Source: an optimization exercise on an open RTL-to-GDS flow (aim: small area and a short achievable clock period). Production flows keep margins and buffers that such runs may drop.
Function was checked by simulation only, so behaviour that the tests miss may differ from the original.
Power figures rest on the tool's default switching activity, not on a simulated workload.

// fpmul_pipe
module fpmul_pipe (clk, oprA, oprB, Result);
    input clk;
    input [31:0] oprA, oprB;
    output [31:0] Result;
    wire [174:0] r1_d;
    wire [7:0] e1_d;
    wire s1_d;
    reg [174:0] r1_q;
    reg [7:0] e1_q;
    reg s1_q;
    wire [24:0] p2_d;
    reg [24:0] p2_q;
    reg [7:0] e2_q;
    reg s2_q;
    fpmul_sa u_sa (.oprA(oprA), .oprB(oprB), .r1(r1_d), .e1(e1_d), .s1(s1_d));
    fpmul_sb u_sb (.r1(r1_q), .p2(p2_d));
    fpmul_sc u_sc (.p2(p2_q), .e2(e2_q), .s2(s2_q), .Result(Result));
    always @(posedge clk)
    begin
        r1_q <= r1_d;
        e1_q <= e1_d;
        s1_q <= s1_d;
        p2_q <= p2_d;
        e2_q <= e1_q;
        s2_q <= s1_q;
    end
endmodule
Size: roughly 220 flip-flops, about 97 I/O pins, ~0.021 sq mm of cells after synthesis.
Settings: LEC_CHECK=0, CAP_MARGIN=20, CORE_MARGIN=2, CORE_UTILIZATION=40, SETUP_SLACK_MARGIN=5, SLEW_MARGIN=20, SYNTH_HIERARCHICAL=1, SYNTH_MINIMUM_KEEP_SIZE=0; clock period 9.5 ns.
standard.sh (not shown) runs the stock make flow with config.mk's settings and CLKGATE_MAP_FILE= SYNTH_SCRIPT=/design/flow/synth_recipe.tcl, a recipe that flattens the netlist after the stock synthesis.
==> flow/flow/run.sh <==
#!/bin/bash
# The standard layout, except that the port buffers are buf_4 cells rather than the
# clkdlybuf4s50_1 delay cells buffer_ports picks by default.
set -euo pipefail
export BUFFER_PORTS_ARGS="-buffer_cell sky130_fd_sc_hd__buf_4"
bash standard.sh finish > orfs_flow.log 2>&1
The baseline completed with no timing, DRC or antenna violations.
Next try:
==> flow/run.sh (new file) <==
#!/bin/bash
# synth_recipe.tcl (not shown) runs the flow's synth.tcl, then flattens the netlist and writes it again
# the make line also repeats each setting of config.mk as NAME=value (left out here)
make -C /OpenROAD-flow-scripts/flow DESIGN_CONFIG=/design/flow/config.mk WORK_HOME=/design/flow/orfs CLKGATE_MAP_FILE= SYNTH_SCRIPT=/design/flow/synth_recipe.tcl finish
removed: flow/flow/run.sh
removed: flow/standard.sh
The new run completed with no timing, DRC or antenna violations.
Cell area came out higher by a little under a tenth.
Total power came out higher slightly.
Fmax came out lower by a few percent.
Global-route usage came out higher by 2.0 points.
Clock skew came out lower by 12 ps.
Register-to-register slack improves by 80 ps.
Hold slack stays flat.
Worst setup slack degrades by 100 ps.
Core utilization came out higher by 3.8 points.

---

Setup of run 1:
fpmul_pipe, a different RTL version from the one above (not shown whole).
For scale: roughly 1900 cells after synthesis, about 170 flip-flops, about 97 I/O pins, about 19000 sq um of cells after synthesis.
==> flow/config.mk <==
export PLATFORM = sky130hd
export DESIGN_NAME = fpmul_pipe
export DESIGN_NICKNAME = fpmul_pipe
export VERILOG_FILES = /design/flow/design.v
export SDC_FILE = /design/flow/constraint.sdc
export NUM_CORES = 4
export LEC_CHECK = 0
export CAP_MARGIN = 20
export CORE_MARGIN = 2
export CORE_UTILIZATION = 40
export SETUP_SLACK_MARGIN = 5
export SLEW_MARGIN = 20
export SYNTH_HIERARCHICAL = 1
export SYNTH_MINIMUM_KEEP_SIZE = 0
==> flow/constraint.sdc <==
create_clock -name core_clock -period 9.5 [get_ports {clk}]
set_input_delay 1.9000 -clock core_clock [delete_from_list [all_inputs] [get_ports {clk}]]
set_output_delay 1.9000 -clock core_clock [all_outputs]
set_load 0.01 [all_outputs]
==> flow/flow/run.sh <==
#!/bin/bash
# The standard layout, except that the port buffers are buf_4 cells rather than the
# clkdlybuf4s50_1 delay cells buffer_ports picks by default.
set -euo pipefail
export BUFFER_PORTS_ARGS="-buffer_cell sky130_fd_sc_hd__buf_4"
bash standard.sh finish > orfs_flow.log 2>&1
Run 1: all stages complete, timing, DRC and antenna checks passed
Input-level comparison between run 2 and run 1:
# run 1
export LEC_CHECK = 0
export CAP_MARGIN = 20
export CORE_MARGIN = 2
export CORE_UTILIZATION = 40
export SETUP_SLACK_MARGIN = 5
export SLEW_MARGIN = 20
export SYNTH_HIERARCHICAL = 1
export SYNTH_MINIMUM_KEEP_SIZE = 0
create_clock -name core_clock -period 9.5 [get_ports {clk}]
# run 2
export LEC_CHECK = 0
export CAP_MARGIN = 20
export CORE_MARGIN = 2
export CORE_UTILIZATION = 60
export SETUP_SLACK_MARGIN = 5
export SLEW_MARGIN = 20
export SYNTH_HIERARCHICAL = 1
export SYNTH_MINIMUM_KEEP_SIZE = 0
create_clock -name core_clock -period 9.5 [get_ports {clk}]
[summary]
Run 1 -> run 2: synthesized cell count delta 0, exact match
Average wire length per cell after detail routing (lower): run 1
On run 2: largest stage delay on the critical path is 0.04 ns lower than what run 1 gave.
From run 1 to run 2 the numbers moved as follows: worst setup slack now larger; die area now smaller.
[compare] base=run 1 new=run 2: peak ir drop on the vdd network now larger, worst-skew pair later-pin latency comparable, net load switching power now larger.
Modified inputs, run 3 compared to run 2
# run 2
export LEC_CHECK = 0
export CAP_MARGIN = 20
export CORE_MARGIN = 2
export CORE_UTILIZATION = 60
export SETUP_SLACK_MARGIN = 5
export SLEW_MARGIN = 20
export SYNTH_HIERARCHICAL = 1
export SYNTH_MINIMUM_KEEP_SIZE = 0
create_clock -name core_clock -period 9.5 [get_ports {clk}]
# run 3
export LEC_CHECK = 0
export CAP_MARGIN = 20
export CORE_MARGIN = 2
export CORE_UTILIZATION = 40
export SLEW_MARGIN = 20
export SYNTH_HIERARCHICAL = 1
export SYNTH_MINIMUM_KEEP_SIZE = 0
create_clock -name core_clock -period 9.5 [get_ports {clk}]
==> flow/flow/run.sh <==
#!/bin/bash
# The standard layout, except that the port buffers are buf_4 cells rather than the
# clkdlybuf4s50_1 delay cells buffer_ports picks by default, and that timing repair aims
# for a setup slack of 6.5 ns at the 9.5 ns clock.
set -euo pipefail
export BUFFER_PORTS_ARGS="-buffer_cell sky130_fd_sc_hd__buf_4"
export SETUP_SLACK_MARGIN=6.5
bash standard.sh finish > orfs_flow.log 2>&1
==> summary.txt <==
[compare] base=run 2 new=run 3: share of the clock period used by the worst path after layout has decreased; horizontal die dimension has increased; critical path depth in cells has remained practically unchanged; top achievable clock speed has increased. Routed wire length delta (run 3 − run 2): unfavourable. On run 3: layout overhead on the synthesized area is 34 points higher than what run 2 gave. Comparing run 2 with run 3, the clock skew came out essentially unchanged. Run 3 vs run 2 — detailed-routed wire length on met2 climbed by more than a quarter. Per the comparison of run 3 with run 2, cell count went up by 467; logic gate share of total power went up by 7.7 points.
> inputs changed (run 3 -> run 4)
# run 3
export LEC_CHECK = 0
export CAP_MARGIN = 20
export CORE_MARGIN = 2
export CORE_UTILIZATION = 40
export SLEW_MARGIN = 20
export SYNTH_HIERARCHICAL = 1
export SYNTH_MINIMUM_KEEP_SIZE = 0
create_clock -name core_clock -period 9.5 [get_ports {clk}]
# run 4
export LEC_CHECK = 0
export CAP_MARGIN = 20
export CORE_MARGIN = 2
export CORE_UTILIZATION = 40
export SETUP_SLACK_MARGIN = 5
export SLEW_MARGIN = 20
export SYNTH_HIERARCHICAL = 1
export SYNTH_MINIMUM_KEEP_SIZE = 0
create_clock -name core_clock -period 9.5 [get_ports {clk}]
==> flow/flow/run.sh <==
#!/bin/bash
# The standard layout, except that the port buffers are buf_2 cells rather than the
# clkdlybuf4s50_1 delay cells buffer_ports picks by default.
set -euo pipefail
export BUFFER_PORTS_ARGS="-buffer_cell sky130_fd_sc_hd__buf_2"
bash standard.sh finish > orfs_flow.log 2>&1
Notes after the runs:
Relative contribution of combinational cells to total power for run 4 is lower than for run 3.
Taking run 3 as the reference, in run 4 number of antenna violations at the first check in global routing climbed 1, minimum period implied by the final worst setup slack climbed 0.22 ns, overall routing resource usage dropped 5.9 points, average detailed-routed wire length per instance dropped about 17%.
In terms of data required time of the critical path, run 4 and run 3 differ only marginally.
Delta (run 4 minus run 3): final area saw a decrease; post-layout total power saw a decrease; final worst setup slack saw a decrease.
What run 5 does differently from run 4 at the input level:
==> flow/flow/run.sh <==
#!/bin/bash
# The standard layout, except that the port buffers are buf_8 cells rather than the
# clkdlybuf4s50_1 delay cells buffer_ports picks by default.
set -euo pipefail
export BUFFER_PORTS_ARGS="-buffer_cell sky130_fd_sc_hd__buf_8"
bash standard.sh finish > orfs_flow.log 2>&1
Results
- Cell count was higher in the run labelled run 4.
- Compared with run 4, run 5 shows a minimum hold slack that is 0.0031 ns lower.
- Summary of run 5 over run 4: die height about even; largest voltage drop on the vdd net went down; global-route wire length before repair rose 1.6%; combinational power up about 3%; cell depth of the worst flop-to-flop path saw a decrease.
- Between run 5 and run 4, the difference in total via count after detailed routing is negligible.
- Run 5 and run 4 ended up with nearly the same maximum operating frequency.
- In terms of final clock period utilization by the worst path, run 4 and run 5 differ only marginally.
- In the flow results for run 5 and run 4, the non-clock buffer count is smaller on run 5.
diff inputs: run 5 => run 6
# run 5
export LEC_CHECK = 0
export CAP_MARGIN = 20
export CORE_MARGIN = 2
export CORE_UTILIZATION = 40
export SETUP_SLACK_MARGIN = 5
export SLEW_MARGIN = 20
export SYNTH_HIERARCHICAL = 1
export SYNTH_MINIMUM_KEEP_SIZE = 0
create_clock -name core_clock -period 9.5 [get_ports {clk}]
# run 6
export LEC_CHECK = 0
export CAP_MARGIN = 20
export CORE_MARGIN = 2
export CORE_UTILIZATION = 40
export SETUP_SLACK_MARGIN = 5
export SLEW_MARGIN = 20
export SYNTH_HIERARCHICAL = 1
export SYNTH_MINIMUM_KEEP_SIZE = 0
export TNS_END_PERCENT = 0
create_clock -name core_clock -period 9.5 [get_ports {clk}]
==> flow/flow/run.sh <==
#!/bin/bash
# The standard layout, except that the port buffers are buf_2 cells rather than the
# clkdlybuf4s50_1 delay cells buffer_ports picks by default.
set -euo pipefail
export BUFFER_PORTS_ARGS="-buffer_cell sky130_fd_sc_hd__buf_2"
bash standard.sh finish > orfs_flow.log 2>&1
--- outcome ---
Combinational group power (run 6 over run 5): decrease, 4.3%. Global-route usage in run 6 is 0.66 points below run 5. Power attributed to sequential cells, run 6 vs run 5: down by a few percent. The lower worst setup margin of run 6 and run 5 is in run 6. Delay of the slowest critical-path stage was higher in run 6 than in run 5. Looking at net load switching power, run 6 sits about 3.2% below run 5. Looking at endpoint of the most critical setup path, the r1_q[103] result is from run 5; the r1_q[24] one comes from run 6. Run 6 ended with less summed area of non-filler cells in the final layout than run 5.

afterwards: timing with drivers on the ports:
In the flow no input, the clock included, has a driving cell. The finished layouts below were timed again as built, in two steps. Step 1, drivers: a clkbuf_16 drives clk and a buf_2 each remaining input, both assumed. Step 2 also shifts input and output timing later by t, the mid clock arrival at the registers, as if the neighbouring blocks saw the same clock. Slacks: no drivers / after step 1 / after step 2; pairs: no drivers / after step 1.
| run | t, ns | setup WS [ns] | hold WS [ns] | clock arrival spread, ns |
|---|---|---|---|---|
| the first run of note 1 | 0.605 | 5.121 / 5.149 / 4.545 | 0.325 / 0.325 / 0.325 | 0.027 / 0.027 |
| the second run of note 1 | 0.607 | 5.022 / 5.047 / 4.440 | 0.324 / 0.324 / 0.324 | 0.013 / 0.013 |
| run 1 | 0.521 | 5.058 / 5.094 / 4.573 | 0.324 / 0.324 / 0.324 | 0.018 / 0.018 |
| run 2 | 0.506 | 5.062 / 5.095 / 4.589 | 0.325 / 0.325 / 0.325 | 0.013 / 0.013 |
| run 3 | 0.552 | 5.270 / 5.285 / 4.733 | 0.330 / 0.330 / 0.330 | 0.018 / 0.018 |
| run 4 | 0.546 | 5.053 / 5.051 / 4.506 | 0.327 / 0.327 / 0.327 | 0.018 / 0.019 |
| run 5 | 0.523 | 5.057 / 5.074 / 4.551 | 0.324 / 0.324 / 0.324 | 0.022 / 0.022 |
| run 6 | 0.526 | 4.953 / 4.968 / 4.443 | 0.327 / 0.327 / 0.327 | 0.016 / 0.017 |
After both steps setup and hold are still met in every run listed. For the second run of note 1, which loses most, drivers alone change the setup slack by +0.025 ns; drivers and shift together by -0.582 ns.
